This is an optimization exercise on Yosys and OpenROAD, whose aim is small area, a short achievable clock period and few clock cycles, not a production implementation. Where RTL was checked, it was by simulation tests only, not by an equivalence proof against the original. Power figures rest on the tool's default switching activity, not on a simulated workload.

==> flow/design.v <==
module FSM_controller(reset, s, load, rep, w_nx, rep_nx, start);
    input reset, s, load, rep;
    output w_nx, rep_nx, start;
    assign w_nx = ~reset & ~(s & ~load);
    assign rep_nx = ~reset & s & ~load;
    assign start = ~reset & ((s & load) | rep);
endmodule
module ALU(g, t, ci, wc, cmp, creg, freg, res, out, f);
    input [15:0] g, t, creg;
    input ci, wc, cmp;
    input [2:0] freg;
    output [15:0] res, out;
    output [2:0] f;
    localparam [15:0] CINV = 16'b0000_0000_1111_0010;
    wire [15:0] c;
    carries cy(.g(g), .t(t), .ci(ci), .c(c));
    wire [15:0] x = t & ~g;
    wire [15:0] r0 = x ^ CINV;
    wire [15:0] r1 = ~x ^ CINV;
    csel16 sres(.c(c), .d0(r0), .d1(r1), .y(res));
    wire [15:0] o0 = wc ? r0 : creg;
    wire [15:0] o1 = wc ? r1 : creg;
    csel16 sout(.c(c), .d0(o0), .d1(o1), .y(out));
    wire z = cmp ? &x : freg[2];
    wire n0 = cmp ? x[15] : freg[1];
    wire n1 = cmp ? ~x[15] : freg[1];
    wire v00 = cmp ? (x[15] ^ x[7]) : freg[0];
    wire v11 = cmp ? ~(x[15] ^ x[7]) : freg[0];
    wire n, v;
    csel1 sn(.c(c[15]), .d0(n0), .d1(n1), .y(n));
    csel4 sv(.c1(c[15]), .c0(c[7]), .d00(v11), .d01(v00), .d10(v00), .d11(v11), .y(v));
    assign f = {z, n, v};
endmodule
module csel16(c, d0, d1, y);
    input [15:0] c, d0, d1;
    output [15:0] y;
    assign y = (c & d1) | (~c & d0);
endmodule
module csel1(c, d0, d1, y);
    input c, d0, d1;
    output y;
    assign y = (c & d1) | (~c & d0);
endmodule
module csel4(c1, c0, d00, d01, d10, d11, y);
    input c1, c0, d00, d01, d10, d11;
    output y;
    reg y;
    always @(*)
        case ({c1, c0})
            2'b00: y = d00;
            2'b01: y = d01;
            2'b10: y = d10;
            default: y = d11;
        endcase
endmodule
module pfx_n(gh, th, gl, tl, ng, nt);
    input gh, th, gl, tl;
    output ng, nt;
    assign ng = ~(gh | (th & gl));
    assign nt = ~(th & tl);
endmodule
module pfx_ng(gh, th, gl, ng);
    input gh, th, gl;
    output ng;
    assign ng = ~(gh | (th & gl));
endmodule
module pfx_p(ngh, nth, ngl, ntl, g, t);
    input ngh, nth, ngl, ntl;
    output g, t;
    assign g = ~(ngh & (nth | ngl));
    assign t = ~(nth | ntl);
endmodule
module pfx_pg(ngh, nth, ngl, g);
    input ngh, nth, ngl;
    output g;
    assign g = ~(ngh & (nth | ngl));
endmodule
module carries(g, t, ci, c);
    input [15:0] g, t;
    input ci;
    output [15:0] c;
    wire [15:0] g0 = {g[14:0], ci};
    wire [15:0] t0 = {t[14:0], 1'b0};
    wire [15:0] g1, t1, g2, t2, g3, t3, g4;    
    genvar i;
    generate
        for (i = 0; i < 16; i = i + 1) begin : l1
            if (i >= 2) begin : nd
                pfx_n u(.gh(g0[i]), .th(t0[i]), .gl(g0[i-1]), .tl(t0[i-1]), .ng(g1[i]), .nt(t1[i]));
            end else if (i == 1) begin : ng
                pfx_ng u(.gh(g0[i]), .th(t0[i]), .gl(g0[i-1]), .ng(g1[i]));
                assign t1[i] = 1'b1;
            end else begin : pass
                assign g1[i] = ~g0[i];
                assign t1[i] = 1'b1;
            end
        end
        for (i = 0; i < 16; i = i + 1) begin : l2
            if (i >= 4) begin : nd
                pfx_p u(.ngh(g1[i]), .nth(t1[i]), .ngl(g1[i-2]), .ntl(t1[i-2]), .g(g2[i]), .t(t2[i]));
            end else if (i >= 2) begin : ng
                pfx_pg u(.ngh(g1[i]), .nth(t1[i]), .ngl(g1[i-2]), .g(g2[i]));
                assign t2[i] = 1'b0;
            end else begin : pass
                assign g2[i] = ~g1[i];
                assign t2[i] = 1'b0;
            end
        end
        for (i = 0; i < 16; i = i + 1) begin : l3
            if (i >= 8) begin : nd
                pfx_n u(.gh(g2[i]), .th(t2[i]), .gl(g2[i-4]), .tl(t2[i-4]), .ng(g3[i]), .nt(t3[i]));
            end else if (i >= 4) begin : ng
                pfx_ng u(.gh(g2[i]), .th(t2[i]), .gl(g2[i-4]), .ng(g3[i]));
                assign t3[i] = 1'b1;
            end else begin : pass
                assign g3[i] = ~g2[i];
                assign t3[i] = 1'b1;
            end
        end
        for (i = 8; i < 16; i = i + 1) begin : l4
            pfx_pg u(.ngh(g3[i]), .nth(t3[i]), .ngl(g3[i-8]), .g(g4[i]));
        end
    endgenerate
    assign c = {g4[15:8], g3[7:4], g2[3:2], g1[1], g0[0]};
endmodule
module shifter (in, shift, sout);
    input [15:0] in;
    input [1:0] shift;
    output [15:0] sout;
    reg [15:0] sout;
    always @(*) begin
        case (shift)
            2'b00: sout = in;                   
            2'b01: sout = {in[14:0], 1'b0};     
            2'b10: sout = {1'b0, in[15:1]};     
            default: sout = {in[15], in[15:1]};  
        endcase
    end
endmodule
module regfile(we, wa, wd, r0, r1, r2, r3, r4, r5, r6, r7, n0, n1, n2, n3, n4, n5, n6, n7);
    input we;
    input [2:0] wa;
    input [15:0] wd;
    input [15:0] r0, r1, r2, r3, r4, r5, r6, r7;
    output [15:0] n0, n1, n2, n3, n4, n5, n6, n7;
    assign n0 = (we && wa == 3'd0) ? wd : r0;
    assign n1 = (we && wa == 3'd1) ? wd : r1;
    assign n2 = (we && wa == 3'd2) ? wd : r2;
    assign n3 = (we && wa == 3'd3) ? wd : r3;
    assign n4 = (we && wa == 3'd4) ? wd : r4;
    assign n5 = (we && wa == 3'd5) ? wd : r5;
    assign n6 = (we && wa == 3'd6) ? wd : r6;
    assign n7 = (we && wa == 3'd7) ? wd : r7;
endmodule
module readport(sel, d0, d1, d2, d3, d4, d5, d6, d7, q);
    input [2:0] sel;
    input [15:0] d0, d1, d2, d3, d4, d5, d6, d7;
    output [15:0] q;
    wire [7:0] oh;
    dec3to8 dec(.sel(sel), .oh(oh));
    ohmux om(.oh(oh), .d0(d0), .d1(d1), .d2(d2), .d3(d3), .d4(d4), .d5(d5), .d6(d6), .d7(d7), .q(q));
endmodule
module dec3to8(sel, oh);
    input [2:0] sel;
    output [7:0] oh;
    assign oh = 8'b1 << sel;
endmodule
module ohmux(oh, d0, d1, d2, d3, d4, d5, d6, d7, q);
    input [7:0] oh;
    input [15:0] d0, d1, d2, d3, d4, d5, d6, d7;
    output [15:0] q;
    assign q = ({16{oh[0]}} & d0) | ({16{oh[1]}} & d1) | ({16{oh[2]}} & d2) | ({16{oh[3]}} & d3) |
               ({16{oh[4]}} & d4) | ({16{oh[5]}} & d5) | ({16{oh[6]}} & d6) | ({16{oh[7]}} & d7);
endmodule
module instruction_decoder(ins, start, wr, wc, cmp, ci, arith, andop, movi, inv, rd);
    input [15:0] ins;
    input start;
    output wr, wc, cmp, ci, arith, andop, movi, inv;
    output [2:0] rd;
    wire [2:0] opcode = ins[15:13];
    wire [1:0] op = ins[12:11];
    wire alu  = (opcode == 3'b101);
    wire mov  = (opcode == 3'b110);
    wire movr = mov && (op == 2'b00);
    wire iscmp = alu && (op == 2'b01);
    assign movi = mov && (op == 2'b10);
    assign wr  = start & (movi | movr | (alu & ~iscmp));
    assign wc  = start & (movr | (alu & ~iscmp));
    assign cmp = start & iscmp;
    assign andop = alu && (op == 2'b10);
    assign ci  = iscmp;
    assign arith = alu && (op[1] == 1'b0);    
    assign inv = alu && op[0];            
    assign rd = movi ? ins[10:8] : ins[7:5];
endmodule
module insmux(rep, in, ir, q);
    parameter n = 16;
    input rep;
    input [n-1:0] in, ir;
    output [n-1:0] q;
    assign q = rep ? ir : in;
endmodule
module datapath(a, b, imm, arith, andop, movi, inv, g, t);
    input [15:0] a, b;
    input [7:0] imm;
    input arith, andop, movi, inv;
    output [15:0] g, t;
    wire [15:0] bx = b ^ {16{inv}};
    wire [15:0] sx = {{8{imm[7]}}, imm};
    wire [15:0] k1 = (a | {16{~andop}}) & {16{~movi}};
    wire [15:0] k0 = (a & {16{arith}}) | (sx & {16{movi}});
    assign g = a & bx & {16{arith}};
    assign t = (bx & k1) | k0;
endmodule
module cpu(clk, reset, s, load, in, out, N, V, Z, w);
    input clk, reset, s, load;
    input [15:0] in;
    output [15:0] out;
    output N, V, Z, w;
    reg w, rep;
    reg [15:0] ir;
    wire w_nx, rep_nx, start;
    FSM_controller ctl(.reset(reset), .s(s), .load(load), .rep(rep),
                       .w_nx(w_nx), .rep_nx(rep_nx), .start(start));
    always @(posedge clk) begin
        w <= w_nx;
        rep <= rep_nx;
        if (load) ir <= in;
    end
    wire [15:0] ins;
    wire [2:0] rn, rm;
    wire [1:0] sh;
    insmux #(16) mi(.rep(rep), .in(in), .ir(ir), .q(ins));
    insmux #(3) mn(.rep(rep), .in(in[10:8]), .ir(ir[10:8]), .q(rn));
    insmux #(3) mm(.rep(rep), .in(in[2:0]), .ir(ir[2:0]), .q(rm));
    insmux #(2) ms(.rep(rep), .in(in[4:3]), .ir(ir[4:3]), .q(sh));
    wire wr1, wc1, cmp1, ci1, arith, andop, movi, inv;
    wire [2:0] rd1;
    instruction_decoder dec(.ins(ins), .start(start), .wr(wr1), .wc(wc1), .cmp(cmp1),
                            .ci(ci1), .arith(arith), .andop(andop), .movi(movi), .inv(inv),
                            .rd(rd1));
    reg [15:0] r0, r1, r2, r3, r4, r5, r6, r7;
    wire [15:0] n0, n1, n2, n3, n4, n5, n6, n7;
    reg wr2;
    reg [2:0] rd2;
    wire [15:0] res;
    regfile rf(.we(wr2), .wa(rd2), .wd(res),
               .r0(r0), .r1(r1), .r2(r2), .r3(r3), .r4(r4), .r5(r5), .r6(r6), .r7(r7),
               .n0(n0), .n1(n1), .n2(n2), .n3(n3), .n4(n4), .n5(n5), .n6(n6), .n7(n7));
    always @(posedge clk) begin
        r0 <= n0; r1 <= n1; r2 <= n2; r3 <= n3;
        r4 <= n4; r5 <= n5; r6 <= n6; r7 <= n7;
    end
    wire [15:0] a, braw, b;
    readport pa(.sel(rn), .d0(n0), .d1(n1), .d2(n2), .d3(n3), .d4(n4), .d5(n5), .d6(n6), .d7(n7), .q(a));
    readport pb(.sel(rm), .d0(n0), .d1(n1), .d2(n2), .d3(n3), .d4(n4), .d5(n5), .d6(n6), .d7(n7), .q(braw));
    shifter shf(.in(braw), .shift(sh), .sout(b));
    wire [15:0] g1, t1;
    datapath dp(.a(a), .b(b), .imm(ins[7:0]), .arith(arith), .andop(andop), .movi(movi), .inv(inv),
                .g(g1), .t(t1));
    reg [15:0] g2, t2, creg;
    reg ci2, wc2, cmp2;
    reg [2:0] freg;
    wire [15:0] out_nx;
    wire [2:0] f_nx;
    always @(posedge clk) begin
        g2 <= g1;
        t2 <= t1;
        ci2 <= ci1;
        wr2 <= wr1;
        wc2 <= wc1;
        cmp2 <= cmp1;
        rd2 <= rd1;
        creg <= out_nx;
        freg <= f_nx;
    end
    ALU alu(.g(g2), .t(t2), .ci(ci2), .wc(wc2), .cmp(cmp2), .creg(creg), .freg(freg),
            .res(res), .out(out_nx), .f(f_nx));
    assign out = out_nx;
    assign {Z, N, V} = f_nx;
endmodule
clock: 5.5 ns
lec_check: 0
cap_margin: 20
core_margin: 2
core_utilization: 40
cts_cluster_diameter: 120
cts_cluster_size: 25
setup_slack_margin: 2.0
slew_margin: 20
synth_hierarchical: 1
synth_minimum_keep_size: 0
standard.sh (not shown) runs the stock make flow with config.mk's settings and CLKGATE_MAP_FILE= SYNTH_SCRIPT=/design/flow/synth_recipe.tcl, a recipe that flattens the netlist after the stock synthesis.
==> flow/flow/run.sh <==
#!/bin/bash
# Standard synthesis, then the standard layout with port buffers of a
# stronger cell and sizing not held to each cell's footprint.
set -euo pipefail
bash standard.sh synth > synth.log 2>&1
bash standard.sh MATCH_CELL_FOOTPRINT=0 'BUFFER_PORTS_ARGS=-buffer_cell sky130_fd_sc_hd__buf_4' finish > layout.log 2>&1
The first run completed with no timing, DRC or antenna violations.
Testbench counts at the start, summed over its fixed seeds: cycles 6,000.
Then changed:
--- a/flow/design.v
+++ b/flow/design.v
@@ -157,19 +157,17 @@
     input [15:0] d0, d1, d2, d3, d4, d5, d6, d7;
     output [15:0] q;
-    wire [7:0] oh;
-    dec3to8 dec(.sel(sel), .oh(oh));
-    ohmux om(.oh(oh), .d0(d0), .d1(d1), .d2(d2), .d3(d3), .d4(d4), .d5(d5), .d6(d6), .d7(d7), .q(q));
-endmodule
-module dec3to8(sel, oh);
-    input [2:0] sel;
-    output [7:0] oh;
-    assign oh = 8'b1 << sel;
-endmodule
-module ohmux(oh, d0, d1, d2, d3, d4, d5, d6, d7, q);
-    input [7:0] oh;
-    input [15:0] d0, d1, d2, d3, d4, d5, d6, d7;
-    output [15:0] q;
-    assign q = ({16{oh[0]}} & d0) | ({16{oh[1]}} & d1) | ({16{oh[2]}} & d2) | ({16{oh[3]}} & d3) |
-               ({16{oh[4]}} & d4) | ({16{oh[5]}} & d5) | ({16{oh[6]}} & d6) | ({16{oh[7]}} & d7);
+    reg [15:0] q;
+    always @(*) begin
+        case (sel)
+            3'd0: q = d0;
+            3'd1: q = d1;
+            3'd2: q = d2;
+            3'd3: q = d3;
+            3'd4: q = d4;
+            3'd5: q = d5;
+            3'd6: q = d6;
+            default: q = d7;
+        endcase
+    end
 endmodule
 module instruction_decoder(ins, start, wr, wc, cmp, ci, arith, andop, movi, inv, rd);
The new run produced a clean layout.
Routed wire length grows by 6.8%.
Power increases by 32%.
Clock power is higher by about 0.5%.
Global-route usage came out higher by 0.65 points.
Synthesized cell count came out higher by 10%.
Via count went up by 9.1%.
Die area rose by 3.2%.
Utilization goes up by 1.2 points.
Worst setup slack gets worse by 0.076 ns.
Cell count came out higher by 11%.
Fmax falls by 2.2%.
Function not checked in the second run of this note: the RTL went through the layout flow alone.

[re-timing with driven ports]
In the flow no input, the clock included, has a driving cell. The finished layouts below were timed again as built, in two steps.
Step 1 assumes that a clkbuf_16 drives the clock port and a buf_2 every other input.
Step 2, shift: input delay + t, output delay - t, t = (earliest + latest rising clock arrival at the registers) / 2. This alone moves slack from input paths to output paths.
Three values: ideal ports, drivers, drivers and shift; two values: the first two.
run | t (ns) | slack for setup (ns) | worst setup path at the end | pins driven straight from the clock port
the first run | 0.518 | 2.169 / 2.121 / 1.941 | input to register | 1
the second run | 0.507 | 2.093 / 2.051 / 1.684 | input to register | 1
After both steps setup and hold are still met in every run listed. For the second run, which loses most, drivers alone change the setup slack by -0.042 ns; drivers and shift together by -0.409 ns.
